This is an optimization exercise on Yosys and OpenROAD, whose aim is small area and a short achievable clock period, not a production implementation. At most, simulation tests tie the RTL to the original design; equivalence was not proved. Function not checked in runs 4 to 6: the RTL went through the layout flow alone. Power figures rest on the tool's default switching activity, not on a simulated workload.

File: design/flow/design.v
`default_nettype wire
`timescale 1 ns / 1 ps
parameter STEP    = 10;
parameter DWIDTH  = 16;
parameter LWIDTH  = 16;
parameter WAVSIZE = 16;
parameter CORE    = 4;
parameter CORELOG = 2;
parameter NETSIZE = 10;
module mac
  ( input                       clk
  , input                       xrst
  , input                       out_en
  , input                       accum_we
  , input                       reset
  , input  signed [DWIDTH-1:0]  x
  , input  signed [DWIDTH-1:0]  w
  , output signed [DWIDTH-1:0]  y
  );
  reg v0, v1, v2;
  always @(posedge clk) begin
    v0 <= xrst;
    v1 <= xrst & v0;
    v2 <= xrst & v1;
  end
  reg [15:0] xr;
  always @(posedge clk) xr <= x;
  reg [7:0] neg, one, two;
  integer i;
  wire [16:0] we = {w, 1'b0};
  always @(posedge clk)
    for (i = 0; i < 8; i = i + 1) begin
      neg[i] <= we[2*i+2];
      one[i] <= we[2*i+1] ^ we[2*i];
      two[i] <= (we[2*i+2] & ~we[2*i+1] & ~we[2*i]) | (~we[2*i+2] & we[2*i+1] & we[2*i]);
    end
  wire [17:0] xe = {xr[15], xr, 1'b0};
  wire neg0 = neg[0];
  wire [16:0] pp0 = ({17{one[0]}} & xe[17:1] | {17{two[0]}} & xe[16:0]) ^ {17{neg[0]}};
  wire npp0 = ~pp0[16];
  wire neg1 = neg[1];
  wire [16:0] pp1 = ({17{one[1]}} & xe[17:1] | {17{two[1]}} & xe[16:0]) ^ {17{neg[1]}};
  wire npp1 = ~pp1[16];
  wire neg2 = neg[2];
  wire [16:0] pp2 = ({17{one[2]}} & xe[17:1] | {17{two[2]}} & xe[16:0]) ^ {17{neg[2]}};
  wire npp2 = ~pp2[16];
  wire neg3 = neg[3];
  wire [16:0] pp3 = ({17{one[3]}} & xe[17:1] | {17{two[3]}} & xe[16:0]) ^ {17{neg[3]}};
  wire npp3 = ~pp3[16];
  wire neg4 = neg[4];
  wire [16:0] pp4 = ({17{one[4]}} & xe[17:1] | {17{two[4]}} & xe[16:0]) ^ {17{neg[4]}};
  wire npp4 = ~pp4[16];
  wire neg5 = neg[5];
  wire [16:0] pp5 = ({17{one[5]}} & xe[17:1] | {17{two[5]}} & xe[16:0]) ^ {17{neg[5]}};
  wire npp5 = ~pp5[16];
  wire neg6 = neg[6];
  wire [16:0] pp6 = ({17{one[6]}} & xe[17:1] | {17{two[6]}} & xe[16:0]) ^ {17{neg[6]}};
  wire npp6 = ~pp6[16];
  wire neg7 = neg[7];
  wire [16:0] pp7 = ({17{one[7]}} & xe[17:1] | {17{two[7]}} & xe[16:0]) ^ {17{neg[7]}};
  wire npp7 = ~pp7[16];
  wire s1;
  wire c2;
  wire s3;
  wire c4;
  wire s5;
  wire c6;
  wire s7;
  wire c8;
  wire s9;
  wire c10;
  wire s11;
  wire c12;
  wire s13;
  wire c14;
  wire s15;
  wire c16;
  wire s17;
  wire c18;
  wire s19;
  wire c20;
  wire s21;
  wire c22;
  wire s23;
  wire c24;
  wire s25;
  wire c26;
  wire s27;
  wire c28;
  wire s29;
  wire c30;
  wire s31;
  wire c32;
  wire s33;
  wire c34;
  wire s35;
  wire c36;
  wire s37;
  wire c38;
  wire s39;
  wire c40;
  wire s41;
  wire c42;
  wire s43;
  wire c44;
  wire s45;
  wire c46;
  wire s47;
  wire c48;
  wire s49;
  wire c50;
  wire s51;
  wire c52;
  wire s53;
  wire c54;
  wire s55;
  wire c56;
  wire s57;
  wire c58;
  wire s59;
  wire c60;
  wire s61;
  wire c62;
  wire s63;
  wire c64;
  wire s65;
  wire c66;
  wire s67;
  wire c68;
  wire s69;
  wire c70;
  wire s71;
  wire c72;
  wire s73;
  wire c74;
  wire s75;
  wire c76;
  wire s77;
  wire c78;
  wire s79;
  wire c80;
  wire s81;
  wire c82;
  wire s83;
  wire c84;
  wire s85;
  wire c86;
  wire s87;
  wire c88;
  wire s89;
  wire c90;
  wire s91;
  wire c92;
  wire s93;
  wire c94;
  wire s95;
  wire c96;
  wire s97;
  wire c98;
  wire s99;
  wire c100;
  wire s101;
  wire c102;
  wire s103;
  wire c104;
  wire s105;
  wire c106;
  wire s107;
  wire c108;
  wire s109;
  wire c110;
  wire s111;
  wire c112;
  wire s113;
  wire c114;
  wire s115;
  wire c116;
  wire s117;
  wire c118;
  wire s119;
  wire c120;
  wire s121;
  wire c122;
  wire s123;
  wire c124;
  wire s125;
  wire c126;
  wire s127;
  wire c128;
  wire s129;
  wire c130;
  wire s131;
  wire c132;
  wire s133;
  wire c134;
  wire s135;
  wire c136;
  wire s137;
  wire c138;
  wire s139;
  wire c140;
  wire s141;
  wire c142;
  wire s143;
  wire c144;
  wire s145;
  wire c146;
  wire s147;
  wire c148;
  wire s149;
  wire c150;
  wire s151;
  wire c152;
  wire s153;
  wire c154;
  wire s155;
  wire c156;
  wire s157;
  wire c158;
  wire s159;
  wire c160;
  wire s161;
  wire c162;
  wire s163;
  wire c164;
  wire s165;
  wire c166;
  wire s167;
  wire c168;
  wire s169;
  wire c170;
  wire s171;
  wire c172;
  wire s173;
  wire c174;
  wire s175;
  wire c176;
  wire s177;
  wire c178;
  wire s179;
  wire c180;
  wire s181;
  wire c182;
  wire s183;
  wire c184;
  wire s185;
  wire c186;
  wire s187;
  wire c188;
  wire s189;
  wire c190;
  wire s191;
  wire c192;
  wire s193;
  wire c194;
  assign {c2, s1} = pp0[4] + pp1[2];
  assign {c4, s3} = pp0[5] + pp1[3];
  assign {c6, s5} = pp0[2] + pp1[0];
  assign {c8, s7} = pp0[3] + pp1[1];
  assign {c10, s9} = pp2[0] + neg2 + s1;
  assign {c12, s11} = pp2[1] + s3 + c2;
  wire [5:0] lo_a = {s11, s9, s7, neg1, pp0[1], pp0[0]};
  wire [5:0] lo_b = {c10, c8, c6, s5, 1'b0, neg0};
  wire [6:0] lo_sum = lo_a + lo_b;
  wire lo_zero = &(~((lo_a ^ lo_b) ^ {lo_a[4:0] | lo_b[4:0], 1'b0}));
  assign {c14, s13} = pp0[6] + pp1[4];
  assign {c16, s15} = pp0[10] + pp1[8];
  assign {c18, s17} = pp0[11] + pp1[9];
  assign {c20, s19} = pp0[12] + pp1[10] + pp2[8];
  assign {c22, s21} = pp3[6] + pp4[4];
  assign {c24, s23} = pp0[13] + pp1[11] + pp2[9];
  assign {c26, s25} = pp3[7] + pp4[5];
  assign {c28, s27} = pp0[14] + pp1[12] + pp2[10];
  assign {c30, s29} = pp3[8] + pp4[6] + pp5[4];
  assign {c32, s31} = pp6[2] + pp7[0];
  assign {c34, s33} = pp0[15] + pp1[13] + pp2[11];
  assign {c36, s35} = pp3[9] + pp4[7] + pp5[5];
  assign {c38, s37} = pp6[3] + pp7[1];
  assign {c40, s39} = npp0 + pp1[14] + pp2[12];
  assign {c42, s41} = pp3[10] + pp4[8] + pp5[6];
  assign {c44, s43} = pp6[4] + pp7[2] + 1'b1;
  assign {c46, s45} = pp1[15] + pp2[13] + pp3[11];
  assign {c48, s47} = pp4[9] + pp5[7] + pp6[5];
  assign {c50, s49} = pp7[3] + 1'b1;
  assign {c52, s51} = npp1 + pp2[14] + pp3[12];
  assign {c54, s53} = pp4[10] + pp5[8] + pp6[6];
  assign {c56, s55} = pp2[15] + pp3[13] + pp4[11];
  assign {c58, s57} = pp5[9] + pp6[7];
  assign {c60, s59} = npp2 + pp3[14] + pp4[12];
  assign {c62, s61} = pp3[15] + pp4[13];
  assign {c64, s63} = pp2[2] + pp3[0] + neg3;
  assign {c66, s65} = pp0[7] + pp1[5] + pp2[3];
  assign {c68, s67} = pp0[8] + pp1[6] + pp2[4];
  assign {c70, s69} = pp3[2] + pp4[0];
  assign {c72, s71} = pp0[9] + pp1[7] + pp2[5];
  assign {c74, s73} = pp3[3] + pp4[1];
  assign {c76, s75} = pp2[6] + pp3[4] + pp4[2];
  assign {c78, s77} = pp5[0] + neg5 + s15;
  assign {c80, s79} = pp2[7] + pp3[5] + pp4[3];
  assign {c82, s81} = pp5[1] + s17 + c16;
  assign {c84, s83} = pp5[2] + pp6[0] + neg6;
  assign {c86, s85} = s19 + s21 + c18;
  assign {c88, s87} = pp5[3] + pp6[1] + s23;
  assign {c90, s89} = s25 + c20 + c22;
  assign {c92, s91} = neg7 + s27 + s29;
  assign {c94, s93} = s31 + c24 + c26;
  assign {c96, s95} = s33 + s35 + s37;
  assign {c98, s97} = c28 + c30 + c32;
  assign {c100, s99} = s39 + s41 + s43;
  assign {c102, s101} = c34 + c36 + c38;
  assign {c104, s103} = s45 + s47 + s49;
  assign {c106, s105} = c40 + c42 + c44;
  assign {c108, s107} = pp7[4] + s51 + s53;
  assign {c110, s109} = c46 + c48 + c50;
  assign {c112, s111} = pp7[5] + 1'b1 + s55;
  assign {c114, s113} = s57 + c52 + c54;
  assign {c116, s115} = pp5[10] + pp6[8] + pp7[6];
  assign {c118, s117} = s59 + c56 + c58;
  assign {c120, s119} = pp5[11] + pp6[9] + pp7[7];
  assign {c122, s121} = 1'b1 + s61 + c60;
  assign {c124, s123} = npp3 + pp4[14] + pp5[12];
  assign {c126, s125} = pp6[10] + pp7[8] + c62;
  assign {c128, s127} = c4 + c12;
  assign {c130, s129} = pp3[1] + c14 + s65;
  assign {c132, s131} = neg4 + s67 + s69;
  assign {c134, s133} = s71 + s73 + c68;
  assign {c136, s135} = s75 + s77 + c72;
  assign {c138, s137} = s79 + s81 + c76;
  assign {c140, s139} = s83 + s85 + c80;
  assign {c142, s141} = s87 + s89 + c84;
  assign {c144, s143} = s91 + s93 + c88;
  assign {c146, s145} = s95 + s97 + c92;
  assign {c148, s147} = s99 + s101 + c96;
  assign {c150, s149} = s103 + s105 + c100;
  assign {c152, s151} = s107 + s109 + c104;
  assign {c154, s153} = s111 + s113 + c108;
  assign {c156, s155} = s115 + s117 + c112;
  assign {c158, s157} = s119 + s121 + c116;
  assign {c160, s159} = s123 + s125 + c120;
  reg lo_c, lo_z;
  reg t6_0;
  reg t6_1;
  reg t6_2;
  reg t7_0;
  reg t7_1;
  reg t7_2;
  reg t8_0;
  reg t8_1;
  reg t8_2;
  reg t9_0;
  reg t9_1;
  reg t9_2;
  reg t10_0;
  reg t10_1;
  reg t10_2;
  reg t11_0;
  reg t11_1;
  reg t11_2;
  reg t12_0;
  reg t12_1;
  reg t12_2;
  reg t13_0;
  reg t13_1;
  reg t13_2;
  reg t14_0;
  reg t14_1;
  reg t14_2;
  reg t15_0;
  reg t15_1;
  reg t15_2;
  reg t16_0;
  reg t16_1;
  reg t16_2;
  reg t17_0;
  reg t17_1;
  reg t17_2;
  reg t18_0;
  reg t18_1;
  reg t18_2;
  reg t19_0;
  reg t19_1;
  reg t19_2;
  reg t20_0;
  reg t20_1;
  reg t20_2;
  reg t21_0;
  reg t21_1;
  reg t21_2;
  reg t22_0;
  reg t22_1;
  reg t22_2;
  always @(posedge clk) begin
    lo_c <= lo_sum[6];
    lo_z <= lo_zero;
    t6_0 <= s13;
    t6_1 <= s63;
    t6_2 <= s127;
    t7_0 <= c64;
    t7_1 <= s129;
    t7_2 <= c128;
    t8_0 <= c66;
    t8_1 <= s131;
    t8_2 <= c130;
    t9_0 <= c70;
    t9_1 <= s133;
    t9_2 <= c132;
    t10_0 <= c74;
    t10_1 <= s135;
    t10_2 <= c134;
    t11_0 <= c78;
    t11_1 <= s137;
    t11_2 <= c136;
    t12_0 <= c82;
    t12_1 <= s139;
    t12_2 <= c138;
    t13_0 <= c86;
    t13_1 <= s141;
    t13_2 <= c140;
    t14_0 <= c90;
    t14_1 <= s143;
    t14_2 <= c142;
    t15_0 <= c94;
    t15_1 <= s145;
    t15_2 <= c144;
    t16_0 <= c98;
    t16_1 <= s147;
    t16_2 <= c146;
    t17_0 <= c102;
    t17_1 <= s149;
    t17_2 <= c148;
    t18_0 <= c106;
    t18_1 <= s151;
    t18_2 <= c150;
    t19_0 <= c110;
    t19_1 <= s153;
    t19_2 <= c152;
    t20_0 <= c114;
    t20_1 <= s155;
    t20_2 <= c154;
    t21_0 <= c118;
    t21_1 <= s157;
    t21_2 <= c156;
    t22_0 <= c122;
    t22_1 <= s159;
    t22_2 <= c158;
  end
  assign {c162, s161} = t6_0 + t6_1;
  assign {c164, s163} = t7_0 + t7_1 + t7_2;
  assign {c166, s165} = t8_0 + t8_1 + t8_2;
  assign {c168, s167} = t9_0 + t9_1 + t9_2;
  assign {c170, s169} = t10_0 + t10_1 + t10_2;
  assign {c172, s171} = t11_0 + t11_1 + t11_2;
  assign {c174, s173} = t12_0 + t12_1 + t12_2;
  assign {c176, s175} = t13_0 + t13_1 + t13_2;
  assign {c178, s177} = t14_0 + t14_1 + t14_2;
  assign {c180, s179} = t15_0 + t15_1 + t15_2;
  assign {c182, s181} = t16_0 + t16_1 + t16_2;
  assign {c184, s183} = t17_0 + t17_1 + t17_2;
  assign {c186, s185} = t18_0 + t18_1 + t18_2;
  assign {c188, s187} = t19_0 + t19_1 + t19_2;
  assign {c190, s189} = t20_0 + t20_1 + t20_2;
  assign {c192, s191} = t21_0 + t21_1 + t21_2;
  assign {c194, s193} = t22_0 + t22_1 + t22_2;
  wire [16:0] ha = {s193, s191, s189, s187, s185, s183, s181, s179, s177, s175, s173, s171, s169, s167, s165, s163, t6_2};
  wire [16:0] hb = {c192, c190, c188, c186, c184, c182, c180, c178, c176, c174, c172, c170, c168, c166, c164, c162, s161};
  wire [17:0] phs = {ha, 1'b1} + {hb, lo_c};
  wire [16:0] ph = phs[17:1];
  wire [14:0] p15 = ph[16:2];
  wire dec = p15[14] & lo_z & ~|ph[1:0];
  reg [14:0] phr;
  reg decr;
  always @(posedge clk) begin
    phr <= p15;
    decr <= dec;
  end
  wire [15:0] q16 = {phr[14], phr};
  wire [15:0] ts = ~(acc ^ q16);
  wire [15:0] tc = {acc[14:0] | q16[14:0], ~decr};
  wire [15:0] sum = ts + tc;
  reg [15:0] acc, yr;
  always @(posedge clk)
    if (!xrst | reset)
      acc <= 0;
    else if (accum_we & v2)
      acc <= sum;
  always @(posedge clk)
    if (!xrst)
      yr <= 0;
    else if (out_en)
      yr <= acc;
  assign y = yr;
endmodule
File: design/flow/run.sh
#!/bin/bash
# synth_recipe.tcl (not shown) runs the flow's synth.tcl, then flattens the netlist and writes it again
# the make line also repeats each setting of config.mk as NAME=value (left out here)
make -C /OpenROAD-flow-scripts/flow DESIGN_CONFIG=/design/flow/config.mk WORK_HOME=/design/flow/orfs CLKGATE_MAP_FILE= SYNTH_SCRIPT=/design/flow/synth_recipe.tcl finish
File: design/flow/config.mk
export PLATFORM = sky130hd
export DESIGN_NAME = mac
export DESIGN_NICKNAME = mac
export VERILOG_FILES = /design/flow/design.v
export SDC_FILE = /design/flow/constraint.sdc
export NUM_CORES = 4
export LEC_CHECK = 0
export CAP_MARGIN = 20
export CORE_MARGIN = 2
export CORE_UTILIZATION = 60
export CTS_BUF_LIST = sky130_fd_sc_hd__clkbuf_8
export CTS_CLUSTER_SIZE = 30
export SETUP_SLACK_MARGIN = 3.6
export SLEW_MARGIN = 20
File: design/flow/constraint.sdc
create_clock -name core_clock -period 6.0 [get_ports {clk}]
set_input_delay 1.2000 -clock core_clock [delete_from_list [all_inputs] [get_ports {clk}]]
set_output_delay 1.2000 -clock core_clock [all_outputs]
set_load 0.01 [all_outputs]
==> run notes, run 1 <==
crit path cell chain=buf_6 > a22oi_2 > xnor2_2 > fa_1 > fa_1 > fa_2; cell area power density=550 nW/um^2; clock network fraction of design power=13.2%; FF+latch count, synth=144; Seq/Total Area, Yosys=29.3%; WS Path Type=flip-flop to flip-flop; Worst EP arrival=2970 ps; vias in the first global route=7,510; Fmax=393 MHz; clk root buf=clkbuf_8; Setup crit end kind=flip-flop; Final setup viols=0; num ports=53; synth warn=1; complex-gate fraction of the synthesized area=15.9%; FP Rows=46; CORE AREA=15,900 sq um; drt drc=0; maxcap violations=0; FFs w/ async S/R, synth=0%; worst slew pin tran=940 ps; Slew Viols, Final=0; DIE HEIGHT=132 microns; EDFF count, synth=0; worst hold stages=1; total CTS buffers=17; # diodes=0; sw frac=42.3%; cells on worst reg2reg path=6; DIE WIDTH=132 microns; fin crit period=2540 ps; post-synthesis mux area share=2.51%; Sequential Power Share=21.0%; Starting Density=61.7%; RSZ-0062 raised after global routing=true; post-DP HPWL=14.8 mm; fin nets=1,281; Mapped Cells=1,015; most frequent cells in the layout=inv_1 (122), xnor2_1 (101), dfxtp_1 (94); Final Cycle Share=42.4%; slowest cell on the critical path=fa_1; Die ar.=17,400 sq um; CP peak stage delay=620 ps; initial DRC count=453; post-route setup TNS=0 ps; hold crit path type=flip-flop to flip-flop; grt ovf=0; Leakage=0.00515 uW; Net Sw Power=2840 uW; Max Fanout on Critical Path=6; clock-pin transition on the worst setup and hold timing paths=80 ps; ANT nets after route=0; simple-gate share of the synthesized area=7.20%; post-synthesis cell type count=62; tightest hold margin=444 ps; Slew Limit Headroom=37.2%; GRT Resource Usage Total=26.5%; main combinational cell family by area after synthesis=adder cells; H-tree depth=4; most used cell, CP=fa_1; hold buffer count at cts=0; Cell Int Power=3870 uW; Worst Path Required=6420 ps; largest net degree at the start of global routing=21; Post-synth top flop=dfxtp_1; final clock skew=20.0 ps; drt pass-1 iters=5; syn avg cell area=9.69 sq um; GPL Wtd Cong=0.896; DRT Wirelength=23.0 mm; post-synthesis xor/xnor area fraction=13.6%; Final Hold Vio Count=0; Vias/cell=5.62; Area Growth Syn to Fin=23.9%; CP Depth=6; Synth Area in Adders=23.8%; CTS tree=done; clk buf depth=2; most common cell after layout, fill and taps aside=inv_1; outcome=no timing/DRC/antenna violations; CP delay by family, top=adder cells; wire length per cell=17.3 microns; peak supply drop=231 uV; vias post-DR=7,460; Startpoint Class=flip-flop; crit path buf inv count=1; initial antenna violation count=0; Logic pwr share=65.9%; cell area after synthesis=9840 sq um; clock sink total=144; first-pass GRT wire length=36.7 mm; Clk Latency, worst-skew pair=490 ps; Port Buffers=52; layout cells sized above 1=24.9%; synthesized net count=1,197
power by group through the flow:
stage          registers (uW)  logic [uW]  clock network (uW)
2_1_floorplan            1350        2910                   0
3_3_place_gp             1440        3460                   0
3_5_place_dp             1440        3550                   0
4_1_cts                  1410        3980                 891
5_1_grt                  1440        4890                 939
6_report                 1410        4420                 883
final timing paths:
path / start / to / slack (ps)
hold / removal: v1$_DFF_P_ / v2$_DFF_P_ / 440
hold reg to reg: v1$_DFF_P_ / v2$_DFF_P_ / 440
setup reg to reg: two[2]$_DFF_P_ / t15_1$_DFF_P_ / 3460
setup / recovery: two[2]$_DFF_P_ / t15_1$_DFF_P_ / 3460
per-stage QoR:
step	std cells	utilization (%)	setup slack (ps)	power [uW]	instance area, sq um
after floorplan	1015	-	3510	4270	10100
after global routing	1327	76.4	3420	7270	12200
final	1327	76.4	3460	6710	12200
after global placement	1223	65.8	2690	4900	10500
after CTS	1302	73.6	3480	6280	11700
after detailed placement	1223	65.8	2620	5000	10500
synthesized netlist by cell type, drive strengths merged (2+ instances only):
cell type / instances / share of area (%)
a211o: 4 / 0.36
a211oi: 12 / 1.1
a21o: 12 / 0.93
a21oi: 31 / 1.6
a22oi: 105 / 8.0
a31oi: 3 / 0.41
and2: 3 / 0.20
and3: 4 / 0.25
buf: 13 / 0.61
clkbuf: 50 / 2.0
dfxtp: 144 / 29
fa: 70 / 14
ha: 75 / 9.5
inv: 132 / 5.0
mux2: 5 / 0.57
mux2i: 19 / 1.9
nand2: 37 / 1.4
nand2b: 10 / 0.64
nand3: 5 / 0.25
nand3b: 10 / 0.76
nand4: 3 / 0.25
nor2: 27 / 1.1
nor2b: 17 / 1.1
nor3: 11 / 0.56
nor3b: 2 / 0.15
o211ai: 6 / 0.56
o21a: 5 / 0.39
o21ai: 30 / 1.7
o21bai: 2 / 0.15
or2: 2 / 0.13
xnor2: 106 / 9.4
xor2: 47 / 4.2
registers in the layout (all words and copies together) (netlist names), 8 cells and up:
signal / flops
acc: 16
xr: 16
yr: 16
phr: 15
neg: 8
one: 8
two: 8
metal layers:
| metal | up-vias | track usage, % | wire [microns] |
|---|---|---|---|
| met3 | 74 | 6.11 | 1240 |
| met5 | - | 0 | 0 |
| met2 | 267 | 48.3 | 11900 |
| met4 | 0 | 11.3 | 855 |
| met1 | 3564 | 29.5 | 8970 |
| li1 | 3555 | - | - |
final cells by class:
cell class                      count  area (sq um)
Multi-Input combinational cell    675          6780
Fill cell                        1121          3750
Sequential cell                   144          3020
Timing Repair Buffer              128          1150
Inverter                          133           507
Clock buffer                       20           275
Tap cell                          216           270
Clock inverter                     11           179
logic make-up (layout without fill, tap and decap cells):
| family | Yosys count | in the layout |
|---|---|---|
| compound gates | 217 | 217 |
| xor+xnor | 153 | 153 |
| fa+ha+maj | 145 | 145 |
| buf+inv | 196 | 292 |
| flops | 144 | 144 |
| mux | 24 | 24 |
| simple gates | 136 | 136 |
what timing repair did:
action	CTS	global route
endpoints found under the hold margin	0	0
endpoints found under the setup margin	62	34
resized for setup	166	63
gates cloned	1	0
buffers inserted	47	25
pin swaps	54	65
==> run 2, diff against run 1 <==
--- a/design/flow/config.mk
+++ b/design/flow/config.mk
@@ -12,3 +12,3 @@
 export CTS_CLUSTER_SIZE = 30
-export SETUP_SLACK_MARGIN = 3.6
+export SETUP_SLACK_MARGIN = 3.3
 export SLEW_MARGIN = 20
==> run 2 against run 1 <==
  * Area after synthesis unchanged
  * Global-route usage is 2.7 points lower
  * Setup slack got worse by 71 ps
  * Clock power fell by 12%
  * Synthesized cell count unchanged
  * Sequential share of layout area rose by 2.2 points
==> run notes, run 2 <==
outcome=no timing/DRC/antenna violations; clock-pin transition on the worst setup and hold timing paths=90 ps (about the same); post-route setup TNS=0 ps (unchanged); final setup margin=3390 ps (-70.9 ps); H-tree depth=4 (unchanged); worst slew pin tran=975 ps (+35.3 ps); cell taking the most area after synthesis=dfxtp_1; drt drc=0 (unchanged); GPL Wtd Cong=0.883 (-1.4%); Startpoint Class=flip-flop; wire length per cell=15.7 microns (-9.3%); fin nets=1,214 (-5.2%); total power=5830 uW (-13%); first-pass GRT wire length=33.5 mm (-8.6%); maxcap violations=0 (unchanged); Area Growth Syn to Fin=11.5%; top-count cell post-synth=dfxtp_1; Setup crit end kind=flip-flop; Finished Layout Cells=1,259 (-5.1%); vias in the first global route=7,022 (-6.5%); most frequent cells in the layout=inv_1 (132), dfxtp_1 (110), xnor2_1 (106); met1 Usage GRT=28.3% (-1.2 points); area share of the largest cell type after synthesis=29.3% (unchanged); Final setup viols=0 (unchanged); Multi-input gate area=6260 sq um (-7.7%); RSZ-0062 raised after global routing=false; fillers=1,313 (+17%); Die ar.=17,400 sq um (unchanged); Starting Density=61.7% (unchanged); Setup WS pre-CTS=2630 ps (+5.32 ps); top cells by area, synth=dfxtp_1 (29%), fa_1 (14%), ha_1 (9.5%), xnor2_1 (9.4%), a22oi_1 (8.0%); initial DRC count=400 (-12%); Mapped Cells=1,015 (unchanged); DRT Wirelength=19.8 mm (-14%); commonest cells in the netlist=dfxtp_1 (144), inv_1 (132), xnor2_1 (106), a22oi_1 (105), ha_1 (75); post-DP HPWL=14.8 mm (about the same); sequential cell area=2960 sq um (-2.2%); ANT nets after route=0 (unchanged); Seq/Total Area, Yosys=29.3% (unchanged); # diodes=0 (unchanged); Clk Latency, worst-skew pair=460 ps (-30 ps); Leakage=0.00465 uW (-9.8%); total CTS buffers=17 (unchanged); GRT met2 Usage=42.8% (-5.5 points); Slew Viols, Final=0 (unchanged); hold crit path type=flip-flop to flip-flop; layout cells sized above 1=10.1% (-15 points); EDFF count, synth=0 (unchanged); FF+latch count, synth=144 (unchanged); DIE WIDTH=132 microns (unchanged); initial antenna violation count=0 (unchanged); FFs w/ async S/R, synth=0% (unchanged); GR peak layer=met2; clk buf depth=2 (unchanged); grt ovf=0 (unchanged); fin crit period=2610 ps (+70.9 ps); Post-synth top flop=dfxtp_1; peak supply drop=266 uV (+15%); CTS tree=done; cell area after synthesis=9840 sq um (unchanged); DIE HEIGHT=132 microns (unchanged); met3 Usage GRT=5.07% (-1.0 points); Port Buffers=52 (unchanged); final core occ=68.8% (-7.7 points); Cells after DPL=1,221 (-0.16%); FP Rows=46 (unchanged); Fmax=382 MHz (-2.7%); largest net degree at the start of global routing=21 (unchanged); clk root buf=clkbuf_8; Final Hold Vio Count=0 (unchanged); final clock skew=14.1 ps (-5.90 ps); Vias/cell=5.52 (-1.8%); CORE AREA=15,900 sq um (unchanged); num ports=53 (unchanged); Worst EP arrival=2950 ps (-20 ps); Slew Limit Headroom=34.8% (-2.4 points); Worst Path Required=6330 ps (-90 ps); syn avg cell area=9.69 sq um (unchanged); Final Cycle Share=43.6% (+1.2 points); Top Registers=acc: 16 flops, xr: 16 flops, yr: 16 flops; cell area power density=532 nW/um^2 (-3.4%); drt pass-1 iters=6 (+1); vias post-DR=6,948 (-6.9%); clock sink total=144 (unchanged); post-synthesis cell type count=62 (unchanged); GRT Resource Usage Total=23.8% (-2.7 points); Max Fanout on Critical Path=11 (+5); synthesized net count=1,197 (unchanged); most common cell after layout, fill and taps aside=inv_1; synth warn=1 (unchanged); WS Path Type=flip-flop to flip-flop
run 2: timing repair:
action | CTS | global route
gates resized for setup | 30 | 31
hold buffers | 0 | 0
endpoints found under the setup margin | 25 | 26
pin swaps | 0 | 3
setup buffers | 0 | 8
run 2: layout make-up:
class | count | area share (%)
clock buffers | 18 | 2.26
clock inverters | 12 | 1.30
inverters | 133 | 4.56
multi-input cells | 675 | 57.1
flip-flops and latches | 144 | 27.0
well taps | 216 | 2.46
repair buffers | 61 | 5.38
run 2: layer usage:
metal  part of all wire, %  wire, microns
met1                    43           8460
met2                    50           9890
met3                   4.9            976
met4                   2.2            443
met5                     0              0
run 2: path summary, 6_finish.rpt:
path	startpoint	end	slack, ps	depth (start not counted)
max reg2reg	one[6]$_DFF_P_	t18_1$_DFF_P_	3390	6
min reg2reg	v0$_DFF_P_	v1$_DFF_P_	440	1
min	v0$_DFF_P_	v1$_DFF_P_	440	1
max	one[6]$_DFF_P_	t18_1$_DFF_P_	3390	6
run 2: cells by family (layout without fill, tap and decap cells):
family                     after synthesis  count (layout)  share of synthesized area (%)
AOI/OAI and AO/OA                      217             217                           15.9
xor gates and xnor gates               153             153                           13.6
adders and majority gates              145             145                           23.8
buffers and inverters                  196             224                           7.71
DFF                                    144             144                           29.3
muxes                                   24              24                           2.51
and+or+nand+nor                        136             136                           7.20
run 2: critical path, cell delays in order (launching register included):
cell,delay [ps]
dfxtp_1,580
a22oi_1,170
xor2_1,190
fa_1,530
inv_1,50
fa_1,540
fa_1,420
run 2: stage by stage:
step / hold slack, ps / instance area [sq um]
after floorplan: 406 / 9850
after global placement: 411 / 10400
after detailed placement: 430 / 10400
after CTS: 449 / 10800
after global routing: 460 / 11000
final: 440 / 11000
run 2: power by group:
part / leakage [uW] / switching, uW / internal, uW / total (uW)
sequential: 0.00121 / 182 / 1240 / 1420
combinational: 0.00323 / 1970 / 1660 / 3630
clock: 0.000208 / 364 / 413 / 778
==> run 3, diff against run 2 <==
==> design/flow/flow/run.sh (new file) <==
#!/bin/bash
# The standard layout (standard.sh: the standard flow's synthesis and ORFS flow, unchanged), except that
# the port buffers are plain buffers (buf_2) instead of the delay buffer buffer_ports picks
# by default. Every tool's output goes to standard.log in the work folder; ORFS also keeps
# its per-step logs under orfs/logs.
set -euo pipefail
bash standard.sh BUFFER_PORTS_ARGS="-buffer_cell sky130_fd_sc_hd__buf_2" finish > standard.log 2>&1
==> design/flow/standard.sh (new file) <==
#!/bin/bash
# synth_recipe.tcl (not shown) runs the flow's synth.tcl, then flattens the netlist and writes it again
# the make line also repeats each setting of config.mk as NAME=value (left out here)
make -C /OpenROAD-flow-scripts/flow DESIGN_CONFIG=/design/flow/config.mk WORK_HOME=/design/flow/orfs CLKGATE_MAP_FILE= SYNTH_SCRIPT=/design/flow/synth_recipe.tcl "${@:-finish}"
removed: design/flow/run.sh
==> run 3 against run 2 <==
  * Sequential power hardly changed
  * Critical path depth is 2 higher
  * First-iteration DRC count is 6.0% higher
  * Core utilization is 1.9 points lower
  * Synthesized cell count stayed put
  * Clock-buffer cell count is 1 higher
  * Cell area is 2.7% lower
  * Highest routed layer unchanged
  * Die area stayed put
  * Still clean
  * Sequential share of layout area is 0.74 points higher
  * Critical endpoint is now t13_1$_DFF_P_
  * Area after synthesis stayed put
  * Critical path type unchanged
==> run notes, run 3 <==
Slew Viols, Final=0 (unchanged); RSZ-0062 raised after global routing=true; Synth Area in Adders=23.8% (unchanged); Final Cycle Share=43.7% (+0.11 points); top cells by area, synth=dfxtp_1 (29%), fa_1 (14%), ha_1 (9.5%), xnor2_1 (9.4%), a22oi_1 (8.0%); Top Registers=acc: 16 flops, xr: 16 flops, yr: 16 flops; Starting Density=61.7% (unchanged); Seq/Total Area, Yosys=29.3% (unchanged); peak supply drop=248 uV (-6.8%); post-DP HPWL=14.8 mm (+0.51%); post-route setup TNS=0 ps (unchanged); Leakage=0.00467 uW (+0.46%); synth warn=1 (unchanged); initial antenna violation count=0 (unchanged); commonest cells in the netlist=dfxtp_1 (144), inv_1 (132), xnor2_1 (106), a22oi_1 (105), ha_1 (75); drt drc=0 (unchanged); CTS tree=done; most frequent cells in the layout=inv_1 (137), dfxtp_1 (109), xnor2_1 (106); CP delay by family, top=adder cells; outcome=no timing/DRC/antenna violations; synthesized net count=1,197 (unchanged); post-synthesis cell type count=62 (unchanged); Area Growth Syn to Fin=8.44%; maxcap violations=0 (unchanged); num ports=53 (unchanged); first-pass GRT wire length=34.2 mm (+2.0%); final clock skew=14.0 ps (-0.129 ps); final core occ=66.9% (-1.9 points); area share of the largest cell type after synthesis=29.3% (unchanged); clk buf depth=2 (unchanged); Final setup viols=0 (unchanged); top-count cell post-synth=dfxtp_1; wire length per cell=16.1 microns (+2.5%); Post-synth top flop=dfxtp_1; FP Rows=46 (unchanged); WS Path Type=flip-flop to flip-flop; CP peak stage delay=560 ps (-20 ps); fillers=1,336 (+1.8%); clock-pin transition on the worst setup and hold timing paths=80 ps (about the same); grt ovf=0 (unchanged); simple-gate share of the synthesized area=7.20% (unchanged); fin crit period=2620 ps (+6.35 ps); r2r startpoint=two[2]$_DFF_P_; CORE AREA=15,900 sq um (unchanged); cell area after synthesis=9840 sq um (unchanged); EDFF count, synth=0 (unchanged); largest net degree at the start of global routing=21 (unchanged); hold buffer count at cts=0 (unchanged); DIE HEIGHT=132 microns (unchanged); GPL Wtd Cong=0.887 (+0.41%); initial DRC count=424 (+6.0%); drt pass-1 iters=5 (-1); crit path cell chain=a22oi_1 > xor2_1 > fa_1 > inv_1 > fa_1 > inv_1 > fa_1 > inv_1; Final Hold Vio Count=0 (unchanged); complex-gate fraction of the synthesized area=15.9% (unchanged); Max Fanout on Critical Path=16 (+5); Fmax=381 MHz (-0.24%); Clk Latency, worst-skew pair=450 ps (about the same); syn avg cell area=9.69 sq um (unchanged); clk root buf=clkbuf_8; post-synthesis xor/xnor area fraction=13.6% (unchanged); H-tree depth=4 (unchanged); cell area power density=545 nW/um^2 (+2.4%); crit path launch=two[2]$_DFF_P_; DIE WIDTH=132 microns (unchanged); vias in the first global route=7,042 (+0.28%); Port Buffers=52 (unchanged); Slew Limit Headroom=43.9% (+9.1 points); Setup crit end kind=flip-flop; Worst Path Required=6360 ps (+30 ps); GRT Resource Usage Total=24.5% (+0.62 points); main combinational cell family by area after synthesis=adder cells; vias post-DR=7,023 (+1.1%); layout cells sized above 1=14.3% (+4.2 points); Worst EP arrival=2980 ps (+30 ps); total CTS buffers=17 (unchanged); Vias/cell=5.59 (+1.2%); hold wc startpoint=v0$_DFF_P_; # diodes=0 (unchanged); Die ar.=17,400 sq um (unchanged); fin nets=1,210 (-0.33%); clock sink total=144 (unchanged); Startpoint Class=flip-flop; crit path buf inv count=3 (+2); FFs w/ async S/R, synth=0% (unchanged); most common cell after layout, fill and taps aside=inv_1; worst slew pin tran=836 ps (-139 ps); post-synthesis mux area share=2.51% (unchanged); Mapped Cells=1,015 (unchanged); FF+latch count, synth=144 (unchanged); ANT nets after route=0 (unchanged); cell taking the most area after synthesis=dfxtp_1; DRT Wirelength=20.2 mm (+2.3%); slowest cell on the critical path=dfxtp_2; hold crit path type=flip-flop to flip-flop
-- run 3: cell types whose count changed in the layout (fill, tap and decap cells not counted), moves of 2 or more --
cell	change
buf_2	+52
buf_4	-4
clkdlybuf4s50_1	-51
clkinv_2	-6
clkinv_4	+3
dfxtp_2	+2
ha_2	+2
inv_1	+5
-- run 3: through the flow --
stage               hold slack (ps)  worst slack (ps)  total power (uW)  cell area (sq um)  std cells
finish                          431              3380              5810              10700       1257
global route                    462              3290              6430              10700       1257
CTS                             434              3300              5770              10600       1253
detailed placement              414              2700              4910              10100       1221
global placement                409              2760              4830              10100       1221
floorplan                       406              3310              4200               9850       1015
-- run 3: final cells by class --
| cell class | count | area, sq um | share of cell area, % |
|---|---|---|---|
| Clock buffer | 19 | 262 | 2.45 |
| Clock inverter | 13 | 149 | 1.40 |
| Timing Repair Buffer | 57 | 298 | 2.79 |
| Multi-Input combinational cell | 675 | 6230 | 58.4 |
| Tap cell | 216 | 270 | 2.53 |
| Sequential cell | 144 | 2960 | 27.7 |
| Inverter | 133 | 500 | 4.69 |
-- run 3: kinds of logic after synthesis --
kind of cell	after synthesis
compound gates	217
xor+xnor	153
fa+ha+maj	145
buf+inv	196
flops	144
mux	24
simple gates	136
-- run 3: worst register-to-register path, cell delays in order, from the launching register on --
cell and delay (ps):
dfxtp_2 560, a22oi_1 140, xor2_1 180, fa_1 510
inv_1 50, fa_1 500, inv_1 60, fa_1 500
inv_1 40
-- run 3: per-layer routing --
metal | share of wire (%) | vias up | global-route usage (%)
met3 | 5.6 | 38 | 4.42
met1 | 44 | 3335 | 31.3
met2 | 48 | 237 | 41.6
li1 | - | 3413 | -
met4 | 2.3 | 0 | 8.64
met5 | 0 | - | 0
-- run 3: what timing repair did --
| item | CTS | global route |
|---|---|---|
| setup endpoints to repair | 21 | 18 |
| hold endpoints to repair | 0 | 0 |
| buffers inserted | 0 | 4 |
| pin swaps | 0 | 6 |
| gates cloned | 0 | 0 |
| gates resized for setup | 31 | 25 |
-- run 3: worst paths after layout --
path              slack (ps)  cells past startpoint             to
setup / recovery        3380                      8  t13_1$_DFF_P_
hold / removal           430                      1     v1$_DFF_P_
setup reg to reg        3380                      8  t13_1$_DFF_P_
hold reg to reg          430                      1     v1$_DFF_P_
-- run 3: power breakdown --
group,internal (uW),leakage [uW],switching [uW],total [uW]
combinational,1640,0.00324,1950,3580
sequential,1240,0.00121,188,1430
clock,428,0.000226,369,797
==> run 4, diff against run 3 <==
--- a/design/flow/design.v
+++ b/design/flow/design.v
@@ -476,11 +476,22 @@
   wire [15:0] q16 = {phr[14], phr};
+  wire [15:0] acc = {acch, accl};
   wire [15:0] ts = ~(acc ^ q16);
   wire [15:0] tc = {acc[14:0] | q16[14:0], ~decr};
-  wire [15:0] sum = ts + tc;
-  reg [15:0] acc, yr;
+  reg [7:0] acch;
+  reg [7:0] accl;
+  reg acck;
+  reg [15:0] yr;
+  wire [8:0] suml = ts[7:0] + tc[7:0];
+  wire [8:0] sumhc = {ts[15:8], 1'b1} + {tc[15:8], acck};
+  wire [7:0] sumh = sumhc[8:1];
   always @(posedge clk)
-    if (!xrst | reset)
-      acc <= 0;
-    else if (accum_we & v2)
-      acc <= sum;
+    if (!xrst | reset) begin
+      acch <= 0;
+      accl <= 0;
+      acck <= 0;
+    end else if (accum_we & v2) begin
+      acch <= sumh;
+      accl <= suml[7:0];
+      acck <= suml[8];
+    end
   always @(posedge clk)
@@ -489,3 +500,3 @@
     else if (out_en)
-      yr <= acc;
+      yr <= {acch + acck, accl};
   assign y = yr;
==> design/flow/flow/run.sh (replaced) <==
#!/bin/bash
# The standard layout (standard.sh: the standard flow's synthesis and ORFS flow) with these make settings:
# the port buffers are plain buffers (buf_2) instead of the delay buffer that buffer_ports
# picks by default. All output goes to standard.log in the work folder; ORFS also keeps its
# per-step logs under orfs/logs.
set -euo pipefail
bash standard.sh BUFFER_PORTS_ARGS="-buffer_cell sky130_fd_sc_hd__buf_2"  finish > standard.log 2>&1
==> run 4 against run 3 <==
  * Global-route usage decreased by 0.60 points
  * Sequential share of layout area is 0.32 points higher
  * Clock-buffer cell count rose by 2
  * Critical endpoint is now t18_1$_DFF_P_
  * Largest cell class unchanged
  * Highest routed layer unchanged
==> run notes, run 4 <==
peak supply drop=237 uV (-4.1%); commonest cells in the netlist=dfxtp_1 (145), inv_1 (125), xnor2_1 (116), a22oi_1 (104), ha_1 (77); clk root buf=clkbuf_8; cells on worst reg2reg path=6 (-2); reg-to-reg setup timing slack=3350 ps (-30 ps); synth warn=1 (unchanged); worst hold stages=1 (unchanged); post-synthesis cell type count=50 (-19%); hold crit path type=flip-flop to flip-flop; Area Growth Syn to Fin=9.37%; total CTS buffers=17 (unchanged); initial DRC count=425 (+0.24%); crit path cell chain=a22oi_1 > xor2_1 > fa_1 > fa_1 > inv_1 > fa_1; RSZ-0062 raised after global routing=true; layout cells sized above 1=14.4% (+0.070 points); post-route setup TNS=0 ps (unchanged); H-tree depth=4 (unchanged); hold buffer count at cts=0 (unchanged); hold wc startpoint=v0$_DFF_P_; CTS tree=done; most used cell, CP=fa_1; CORE AREA=15,900 sq um (-0.36%); final setup margin=3350 ps (-29.3 ps); fin nets=1,205 (-0.41%); Vias/cell=5.56 (-0.56%); clock sink total=145 (+0.69%); first-pass GRT wire length=33.3 mm (-2.5%); clock-pin transition on the worst setup and hold timing paths=80 ps (about the same); Port Buffers=52 (unchanged); Leakage=0.00465 uW (-0.49%); Fmax=377 MHz (-1.1%); outcome=no timing/DRC/antenna violations; initial antenna violation count=0 (unchanged); CP peak stage delay=630 ps (+70 ps); GPL Wtd Cong=0.906 (+2.1%); maxcap violations=0 (unchanged); largest net degree at the start of global routing=23 (+9.5%); reg-to-reg endpoint=t18_1$_DFF_P_; CP endpoint=t18_1$_DFF_P_; cell taking the most area after synthesis=dfxtp_1; Die ar.=17,300 sq um (-0.92%); cell area power density=518 nW/um^2 (-4.9%); Worst EP arrival=2980 ps (about the same); clk buf depth=2 (unchanged); Cell Area, Placed=10,000 sq um (-0.95%); cell area after synthesis=9740 sq um (-0.95%); Setup WS pre-CTS=2680 ps (-18.5 ps); wire length per cell=16.0 microns (-0.76%); top-count cell post-synth=dfxtp_1; Top Registers=xr: 16 flops, yr: 16 flops, phr: 15 flops; FP Rows=46 (unchanged); fillers=1,298 (-2.8%); drt pass-1 iters=8 (+3); EDFF count, synth=0 (unchanged); synthesized net count=1,182 (-1.3%); total power=5520 uW (-5.0%); post-DP HPWL=14.9 mm (about the same); CP delay by family, top=adder cells; r2r startpoint=one[6]$_DFF_P_; Slew Limit Headroom=51.2% (+7.3 points); Post-synth top flop=dfxtp_1; worst slew pin tran=732 ps (-103 ps); grt ovf=0 (unchanged); DIE WIDTH=131 microns (-0.46%); Clk Latency, worst-skew pair=460 ps (about the same); Worst Path Required=6330 ps (-30 ps); top cells by area, synth=dfxtp_1 (30%), fa_1 (15%), xnor2_1 (10%), ha_1 (9.9%), a22oi_1 (8.0%); DRT Wirelength=19.9 mm (-1.7%); FFs w/ async S/R, synth=0% (unchanged); fin area=10,700 sq um (-0.11%); Final Hold Vio Count=0 (unchanged); Startpoint Class=flip-flop; Slew Viols, Final=0 (unchanged); Setup crit end kind=flip-flop; crit path buf inv count=1 (-2); area share of the largest cell type after synthesis=29.8% (+0.49 points); num ports=53 (unchanged); DIE HEIGHT=131 microns (-0.46%); Starting Density=61.3% (-0.37 points); syn avg cell area=9.77 sq um (+0.83%); WS Path Type=flip-flop to flip-flop; vias post-DR=6,917 (-1.5%); Final Cycle Share=44.2% (+0.49 points); fin crit period=2650 ps (+29.3 ps); final clock skew=15.7 ps (+1.79 ps); ANT nets after route=0 (unchanged); vias in the first global route=6,964 (-1.1%); CP Depth=6 (-2); slowest cell on the critical path=dfxtp_1; drt drc=0 (unchanged); Max Fanout on Critical Path=11 (-5); most frequent cells in the layout=inv_1 (127), xnor2_1 (116), dfxtp_1 (111); crit path launch=one[6]$_DFF_P_; Seq/Total Area, Yosys=29.8% (+0.49 points); Mapped Cells=997 (-1.8%); FF+latch count, synth=145 (+0.69%); GRT Resource Usage Total=23.9% (-0.60 points); most common cell after layout, fill and taps aside=inv_1; # diodes=0 (unchanged); Final setup viols=0 (unchanged)
run 4: what timing repair did:
action / CTS / global route
setup endpoints to repair: 20 / 16
cloned: 0 / 0
pin swaps: 0 / 5
resized for setup: 32 / 29
buffers inserted: 0 / 18
run 4: routing by layer:
layer / vias to the layer above / routed length (microns) / GRT usage (%) / share of wire, %
met2: 217 / 10100 / 41.3 / 51
met1: 3328 / 8290 / 29.7 / 42
li1: 3342 / - / - / -
met5: - / 0 / 0 / 0
met3: 30 / 1060 / 4.63 / 5.3
met4: 0 / 449 / 8.64 / 2.3
run 4: cells by family (layout without fill, tap and decap cells):
logic type,Yosys count,in the layout,synth area share (%)
DFF,145,145,29.8
and+or+nand+nor,119,119,6.23
xor gates and xnor gates,166,166,14.9
buffers and inverters,193,225,7.50
AOI/OAI and AO/OA,211,211,15.5
adders and majority gates,148,148,24.5
muxes,15,15,1.63
run 4: where the power goes:
part           internal [uW]  total (uW)  switching (uW)  leakage, uW
Clock                    358         706             348     0.000188
Combinational           1600        3380            1780      0.00324
Sequential              1250        1430             183      0.00122
run 4: final cells by class:
type,count,area [sq um],area share (%)
multi-input combinational,659,6170,57.9
sequential,145,2990,28.0
inverter,127,484,4.54
timing repair buffer,70,395,3.71
clock buffer,21,289,2.71
tap,216,270,2.54
clock inverter,7,63.8,0.599
run 4: per-stage QoR:
step	cells	hold slack (ps)	util [%]
after detailed placement	1199	416	63.1
after floorplan	997	406	-
after CTS	1227	434	65.7
after global placement	1199	418	63.1
final	1245	430	67.1
after global routing	1245	468	67.1
run 4: how the worst min path moves through the flow:
stage                       to
finish              v1$_DFF_P_
detailed placement  v1$_DFF_P_
CTS                 v1$_DFF_P_
floorplan           v1$_DFF_P_
global route        v2$_DFF_P_
global placement    v1$_DFF_P_
==> run 5, diff against run 4 <==
--- a/design/flow/config.mk
+++ b/design/flow/config.mk
@@ -7,2 +7,3 @@
 export LEC_CHECK = 0
+export ABC_AREA = 1
 export CAP_MARGIN = 20
==> run 5 against run 4 <==
  * Sequential power shrank 4%
  * Non-clock buffer count grew 53
  * Clock power grew 24%
  * Critical path depth grew 5
  * Die area grew 3.0%
  * Highest routed layer unchanged
  * Global-route usage grew 2.7 points
  * Sequential share of layout area shrank 2.9 points
==> run notes, run 5 <==
outcome=no timing/DRC/antenna violations; Leakage=0.00576 uW (+24%); GRT Resource Usage Total=26.6% (+2.7 points); CP peak stage delay=510 ps (-120 ps); Mapped Cells=1,175 (+18%); initial antenna violation count=0 (unchanged); GPL Wtd Cong=0.910 (+0.49%); num ports=53 (unchanged); cell taking the most area after synthesis=dfxtp_1; clock sink total=145 (unchanged); Final setup viols=0 (unchanged); EDFF count, synth=0 (unchanged); initial DRC count=893 (+110%); clk root buf=clkbuf_8; H-tree depth=4 (unchanged); DIE WIDTH=133 microns (+1.5%); cell area after synthesis=10,000 sq um (+3.1%); crit path launch=xr[5]$_DFF_P_; Seq/Total Area, Yosys=28.9% (-0.90 points); synthesized net count=1,360 (+15%); vias post-DR=8,378 (+21%); cells on worst reg2reg path=11 (+5); Final Cycle Share=45.6% (+1.4 points); largest net degree at the start of global routing=28 (+22%); WS Path Type=flip-flop to flip-flop; DRT Wirelength=24.6 mm (+23%); Starting Density=61.0% (-0.31 points); hold buffer count at cts=0 (unchanged); syn avg cell area=8.55 sq um (-12%); Slew Viols, Final=0 (unchanged); crit path cell chain=clkinvlp_4 > buf_4 > o22ai_2 > xor2_1 > ha_1 > fa_1 > ha_4 > nand2_1 > nor2_1 > nand3_1 > o211ai_1; Slew Limit Headroom=56.8% (+5.6 points); # diodes=0 (unchanged); most common cell after layout, fill and taps aside=inv_1; Max Fanout on Critical Path=5 (-6); Top Registers=xr: 16 flops, yr: 16 flops, phr: 15 flops; most frequent cells in the layout=inv_1 (188), nand2_1 (137), xor2_1 (131); r2r startpoint=xr[5]$_DFF_P_; post-route setup TNS=0 ps (unchanged); Area Growth Syn to Fin=17.3%; FF+latch count, synth=145 (unchanged); Final Hold Vio Count=0 (unchanged); hold wc startpoint=v0$_DFF_P_; FP Rows=47 (+2.2%); worst hold stages=2 (+1); RSZ-0062 raised after global routing=true; FFs w/ async S/R, synth=0% (unchanged); drt drc=0 (unchanged); synth warn=1 (unchanged); hold crit path type=flip-flop to flip-flop; Setup crit end kind=flip-flop; slowest cell on the critical path=fa_1; top-count cell post-synth=inv_1; Clk Latency, worst-skew pair=470 ps (about the same); DIE HEIGHT=133 microns (+1.5%); ANT nets after route=0 (unchanged); maxcap violations=0 (unchanged); top cells by area, synth=dfxtp_1 (29%), fa_1 (14%), xor2_1 (12%), ha_1 (9.6%), inv_1 (7.9%); Port Buffers=52 (unchanged); Startpoint Class=flip-flop; Fmax=365 MHz (-3.1%); CTS tree=done; worst slew pin tran=646 ps (-85.8 ps); CORE AREA=16,500 sq um (+3.7%); vias in the first global route=7,784 (+12%); Worst EP arrival=3110 ps (+130 ps); Post-synth top flop=dfxtp_1; cell area power density=481 nW/um^2 (-7.1%); fin crit period=2740 ps (+85.9 ps); wire length per cell=16.2 microns (+1.4%); first-pass GRT wire length=37.4 mm (+12%); post-synthesis cell type count=44 (-12%); Die ar.=17,800 sq um (+3.0%); post-DP HPWL=16.6 mm (+12%); commonest cells in the netlist=inv_1 (212), dfxtp_1 (145), nand2_1 (138), xor2_1 (134), o22ai_1 (99); tightest hold margin=417 ps (-12.8 ps); peak supply drop=211 uV (-11%); Vias/cell=5.53 (-0.46%); clk buf depth=2 (unchanged); fin nets=1,467 (+22%); Worst Path Required=6380 ps (+50 ps); total CTS buffers=17 (unchanged); clock-pin transition on the worst setup and hold timing paths=90 ps (about the same); layout cells sized above 1=21.0% (+6.6 points); grt ovf=0 (unchanged); drt pass-1 iters=7 (-1); final clock skew=15.7 ps (-0.0730 ps); fillers=1,236 (-4.8%); area share of the largest cell type after synthesis=28.9% (-0.90 points)
## run 5: layout make-up
class                      instances  area (sq um)  area share [%]
sequential                       145          2960            25.1
clock buffer                      19           262            2.22
inverter                         230           973            8.26
tap                              220           275            2.33
multi-input combinational        759          6240            52.9
clock inverter                    13           183            1.55
timing repair inverter             6          40.0           0.340
timing repair buffer             123           855            7.25
## run 5: worst paths after layout
| check | endpoint | slack [ps] |
|---|---|---|
| min reg2reg | v1$_DFF_P_ | 420 |
| max reg2reg | lo_c$_DFF_P_ | 3260 |
| max | lo_c$_DFF_P_ | 3260 |
| min | v1$_DFF_P_ | 420 |
## run 5: report_power, final
group          internal, uW  switching [uW]
Sequential             1240             131
Combinational          1390            2040
Clock                   476             398
## run 5: layer usage
| layer | part of all wire (%) | vias to the layer above | track usage (%) | routed length, microns |
|---|---|---|---|---|
| met5 | 0 | - | 0 | 0 |
| met4 | 5.4 | 0 | 13.2 | 1340 |
| met3 | 7.8 | 131 | 4.03 | 1920 |
| met2 | 48 | 443 | 47.2 | 11900 |
| met1 | 38 | 3839 | 31.5 | 9410 |
| li1 | - | 3965 | - | - |
## run 5: worst max-delay path, delay by kind of cell, from the launching register on
kind / cells / cell delay, ps
XOR/XNOR: 1 / 200
AO/OA/AOI/OAI: 2 / 270
AND/OR/NAND/NOR: 3 / 270
flip-flops: 1 / 400
adder cells (fa/ha/maj): 3 / 1080
buffers and inverters: 2 / 410
## run 5: through the flow
step | instance area, sq um | std cells | total power [uW] | utilization [%] | setup WS, ps
3_3_place_gp | 10400 | 1406 | 4640 | 63.0 | 2640
2_1_floorplan | 10000 | 1175 | 3960 | - | 3320
4_1_cts | 11200 | 1471 | 5630 | 67.8 | 3270
5_1_grt | 11800 | 1515 | 6270 | 71.6 | 3170
3_5_place_dp | 10400 | 1406 | 4710 | 63.0 | 2580
6_report | 11800 | 1515 | 5670 | 71.6 | 3260
## run 5: cell families after synthesis
| family | share of synthesized area (%) |
|---|---|
| DFF | 28.9 |
| xor gates and xnor gates | 12.6 |
| AOI/OAI and AO/OA | 12.4 |
| muxes | 0.896 |
| and+or+nand+nor | 10.8 |
| buffers and inverters | 10.7 |
| adders and majority gates | 23.7 |
## run 5: timing repair
action | in CTS | in global routing
buffers inserted | 32 | 39
setup endpoints to repair | 20 | 19
gates resized for setup | 37 | 71
gates cloned | 1 | 5
pin swaps | 0 | 29
==> run 6, diff against run 5 <==
--- a/design/flow/design.v
+++ b/design/flow/design.v
@@ -468,9 +468,11 @@
   wire [14:0] p15 = ph[16:2];
-  wire dec = p15[14] & lo_z & ~|ph[1:0];
+  wire zz = lo_z & ~|ph[1:0];
+  wire dec = p15[14] & zz;
   reg [14:0] phr;
-  reg decr;
+  reg zr;
   always @(posedge clk) begin
     phr <= p15;
-    decr <= dec;
+    zr <= zz;
   end
+  wire decr = phr[14] & zr;
   wire [15:0] q16 = {phr[14], phr};
@@ -479,9 +481,10 @@
   wire [15:0] tc = {acc[14:0] | q16[14:0], ~decr};
-  reg [7:0] acch;
-  reg [7:0] accl;
-  reg acck;
+  reg [11:0] acch;
+  reg [3:0] accl;
+  reg [2:0] acck;
   reg [15:0] yr;
-  wire [8:0] suml = ts[7:0] + tc[7:0];
-  wire [8:0] sumhc = {ts[15:8], 1'b1} + {tc[15:8], acck};
-  wire [7:0] sumh = sumhc[8:1];
+  wire [4:0] sum0 = ts[3:0] + tc[3:0];
+  wire [5:0] sumc1 = {ts[7:4], 1'b1} + {tc[7:4], acck[0]};
+  wire [5:0] sumc2 = {ts[11:8], 1'b1} + {tc[11:8], acck[1]};
+  wire [5:0] sumc3 = {ts[15:12], 1'b1} + {tc[15:12], acck[2]};
   always @(posedge clk)
@@ -492,6 +495,7 @@
     end else if (accum_we & v2) begin
-      acch <= sumh;
-      accl <= suml[7:0];
-      acck <= suml[8];
+      accl <= sum0[3:0];
+      acch <= {sumc3[4:1], sumc2[4:1], sumc1[4:1]};
+      acck <= {sumc2[5], sumc1[5], sum0[4]};
     end
+  wire [15:0] accy = {acch, accl} + {3'd0, acck[2], 3'd0, acck[1], 3'd0, acck[0], 4'd0};
   always @(posedge clk)
@@ -500,3 +504,3 @@
     else if (out_en)
-      yr <= {acch + acck, accl};
+      yr <= accy;
   assign y = yr;
--- a/design/flow/config.mk
+++ b/design/flow/config.mk
@@ -7,3 +7,2 @@
 export LEC_CHECK = 0
-export ABC_AREA = 1
 export CAP_MARGIN = 20
==> run 6 against run 5 <==
  * Maximum frequency increased by 2.3%
  * Critical path depth fell by 3
  * Sequential share of layout area grew 2.6 points
  * Highest routed layer unchanged
==> run notes, run 6 <==
outcome=no timing/DRC/antenna violations; # diodes=0 (unchanged); cell taking the most area after synthesis=dfxtp_1; Mapped Cells=1,017 (-13%); Vias/cell=5.54 (+0.25%); Starting Density=60.7% (-0.33 points); synth warn=1 (unchanged); most frequent cells in the layout=inv_1 (124), xnor2_1 (117), dfxtp_1 (113); Cell Int Power=3430 uW (+11%); GRT Resource Usage Total=24.8% (-1.9 points); Logic pwr share=60.6% (+0.2 points); Net Sw Power=2530 uW (-1.8%); GRT met2 Usage=43.6% (-3.6 points); clk buf depth=2 (unchanged); ANT nets after route=0 (unchanged); first-pass GRT wire length=34.9 mm (-6.7%); Slew Viols, Final=0 (unchanged); Final Hold Vio Count=0 (unchanged); grt ovf=0 (unchanged); WS Path Type=flip-flop to flip-flop; clock network fraction of design power=15.0% (-0.4 points); drt pass-1 iters=6 (-1); met1 Usage GRT=29.8% (-1.7 points); Top Registers=xr: 16 flops, yr: 16 flops, phr: 15 flops; DIE WIDTH=133 microns (-0.61%); area share of the largest cell type after synthesis=29.7% (+0.77 points); clk root buf=clkbuf_8; cell area power density=548 nW/um^2 (+14%); sw frac=42.4% (-2.9 points); drt drc=0 (unchanged); fin nets=1,216 (-17%); Seq/Total Area, Yosys=29.7% (+0.77 points); Sequential Power Share=24.4% (+0.2 points); top cells by area, synth=dfxtp_1 (30%), fa_1 (15%), xnor2_1 (10%), ha_1 (10%), a22oi_1 (7.9%); final clock skew=9.18 ps (-6.49 ps); vias post-DR=6,985 (-17%); vias in the first global route=7,251 (-6.8%); Leakage=0.00475 uW (-18%); total CTS buffers=17 (unchanged); maxcap violations=0 (unchanged); EDFF count, synth=0 (unchanged); RSZ-0062 raised after global routing=true; wire length per cell=16.4 microns (+1.1%); GR peak layer=met2; top-count cell post-synth=dfxtp_1; FFs w/ async S/R, synth=0% (unchanged); num ports=53 (unchanged); Cell Area, Placed=10,200 sq um (-1.7%); Max Fanout on Critical Path=15 (+10); initial DRC count=396 (-56%); Cells after DPL=1,222 (-13%); Clk Latency, worst-skew pair=450 ps (-20 ps); post-route setup TNS=0 ps (unchanged); Die ar.=17,600 sq um (-1.2%); layout cells sized above 1=14.2% (-6.8 points); clock sink total=147 (+1.4%); Final setup viols=0 (unchanged); met3 Usage GRT=4.41% (+0.37 points); DRT Wirelength=20.7 mm (-16%); Setup crit end kind=flip-flop; CTS tree=done; commonest cells in the netlist=dfxtp_1 (147), inv_1 (124), xnor2_1 (117), a22oi_1 (104), ha_1 (79); CORE AREA=16,300 sq um (-0.71%); FP Rows=47 (unchanged); initial antenna violation count=0 (unchanged); GPL Wtd Cong=0.884 (-2.9%); Port Buffers=52 (unchanged); H-tree depth=4 (unchanged); fin crit period=2680 ps (-61.3 ps); Final Cycle Share=44.6% (-1.0 points); Slew Limit Headroom=48.8% (-8.0 points); synthesized net count=1,206 (-11%); Worst EP arrival=3030 ps (-80 ps); fillers=1,361 (+10%); post-DP HPWL=15.4 mm (-7.2%); Post-synth top flop=dfxtp_1; Fmax=374 MHz (+2.3%); post-synthesis cell type count=53 (+20%); Area Growth Syn to Fin=9.49%; most common cell after layout, fill and taps aside=inv_1; FF+latch count, synth=147 (+1.4%); cell area after synthesis=9920 sq um (-1.2%); largest net degree at the start of global routing=26 (-7.1%); worst slew pin tran=768 ps (+121 ps); Startpoint Class=flip-flop; hold crit path type=flip-flop to flip-flop; fin area=10,900 sq um (-7.8%); peak supply drop=398 uV (+88%); DIE HEIGHT=133 microns (-0.61%); Finished Layout Cells=1,260 (-17%); Worst Path Required=6350 ps (-30 ps); syn avg cell area=9.76 sq um (+14%); clock-pin transition on the worst setup and hold timing paths=80 ps (about the same)
[run 6: cell types whose count changed after synthesis, sizes merged, moves of 12 or more]
cell | before | now
a21oi | 53 | 38
a22oi | 0 | 104
buf | 28 | 16
clkbuf | 13 | 53
inv | 222 | 124
nand2 | 140 | 50
nand3 | 43 | 6
nor2 | 48 | 16
o21ai | 38 | 23
o22ai | 100 | 0
xnor2 | 9 | 117
xor2 | 135 | 53
[run 6: repair_timing]
action / 4_1_cts / 5_1_grt
hold buffers: 0 / 0
setup endpoints to repair: 21 / 18
setup buffers: 0 / 6
pin swaps: 0 / 4
gates resized for setup: 29 / 27
[run 6: cell families after synthesis]
kind of cell	share of synthesized area (%)
xor gates and xnor gates	15.0
buffers and inverters	7.55
adders and majority gates	24.7
AOI/OAI and AO/OA	15.8
muxes	1.25
DFF	29.7
and+or+nand+nor	6.06
[run 6: final timing paths]
path,startpoint,end,slack [ps],depth (start not counted)
setup / recovery,xr[8]$_DFF_P_,t13_1$_DFF_P_,3320,8
hold / removal,v1$_DFF_P_,v2$_DFF_P_,440,1
setup reg to reg,xr[8]$_DFF_P_,t13_1$_DFF_P_,3320,8
hold reg to reg,v1$_DFF_P_,v2$_DFF_P_,440,1
[run 6: stage by stage]
stage | setup slack (ps) | utilization [%] | hold slack (ps) | power (uW)
floorplan | 3300 | - | 406 | 4100
global placement | 2750 | 62.4 | 415 | 4650
detailed placement | 2680 | 62.4 | 421 | 4840
CTS | 3210 | 65.5 | 442 | 5760
global route | 3260 | 66.5 | 456 | 6520
finish | 3320 | 66.5 | 437 | 5960
[run 6: area by class of cell]
class	count	area (sq um)	share of cell area, %
flip-flops and latches	147	3010	27.7
repair buffers	60	320	2.95
clock inverters	13	204	1.88
clock buffers	19	262	2.41
well taps	220	275	2.53
inverters	126	478	4.40
multi-input cells	675	6320	58.2
[run 6: power by group through the flow]
| stage | sequential (uW) | combinational [uW] | clock, uW |
|---|---|---|---|
| floorplan | 1380 | 2720 | 0 |
| global placement | 1470 | 3180 | 0 |
| detailed placement | 1470 | 3360 | 0 |
| CTS | 1450 | 3390 | 915 |
| global route | 1480 | 4080 | 956 |
| finish | 1450 | 3610 | 894 |
[run 6: per-layer routing]
layer	wire length, microns	up-vias
met1	8530	3352
li1	-	3396
met3	940	38
met4	474	0
met2	10700	199
met5	0	-
[run 6: worst max-delay path, cell delays in order, from the launching register on]
cell and delay (ps):
dfxtp_2 550, a22oi_1 170, xor2_1 190, fa_1 510, inv_1 50, fa_1 500
inv_1 60, fa_1 500, inv_1 40

## re-timing with driven ports
How much do the figures lean on ideal ports? The routed layouts below were timed once more, with nothing changed but the port constraints.
Step 1, drivers: a clkbuf_16 drives clk and a buf_2 each remaining input, both assumed.
Step 2 times the ports against the registers' clock, not the clock port: input delays grow and output delays shrink by t, the midpoint of the rising clock arrivals with the driver on.
Three values: ideal ports, drivers, drivers and shift; two values: the first two.
run	shift t [ns]	setup slack, ns	pins driven straight from the clock port
run 1	0.516	3.456 / 3.456 / 3.226	1
run 2	0.497	3.385 / 3.385 / 2.939	1
run 3	0.483	3.379 / 3.379 / 3.213	1
run 4	0.497	3.349 / 3.349 / 3.109	1
run 5	0.502	3.264 / 3.264 / 3.264	1
run 6	0.488	3.325 / 3.325 / 3.325	1
After both steps every run listed still meets setup and hold. For run 2, which loses most, drivers alone change the setup slack by 0.000 ns; drivers and shift together by -0.446 ns.
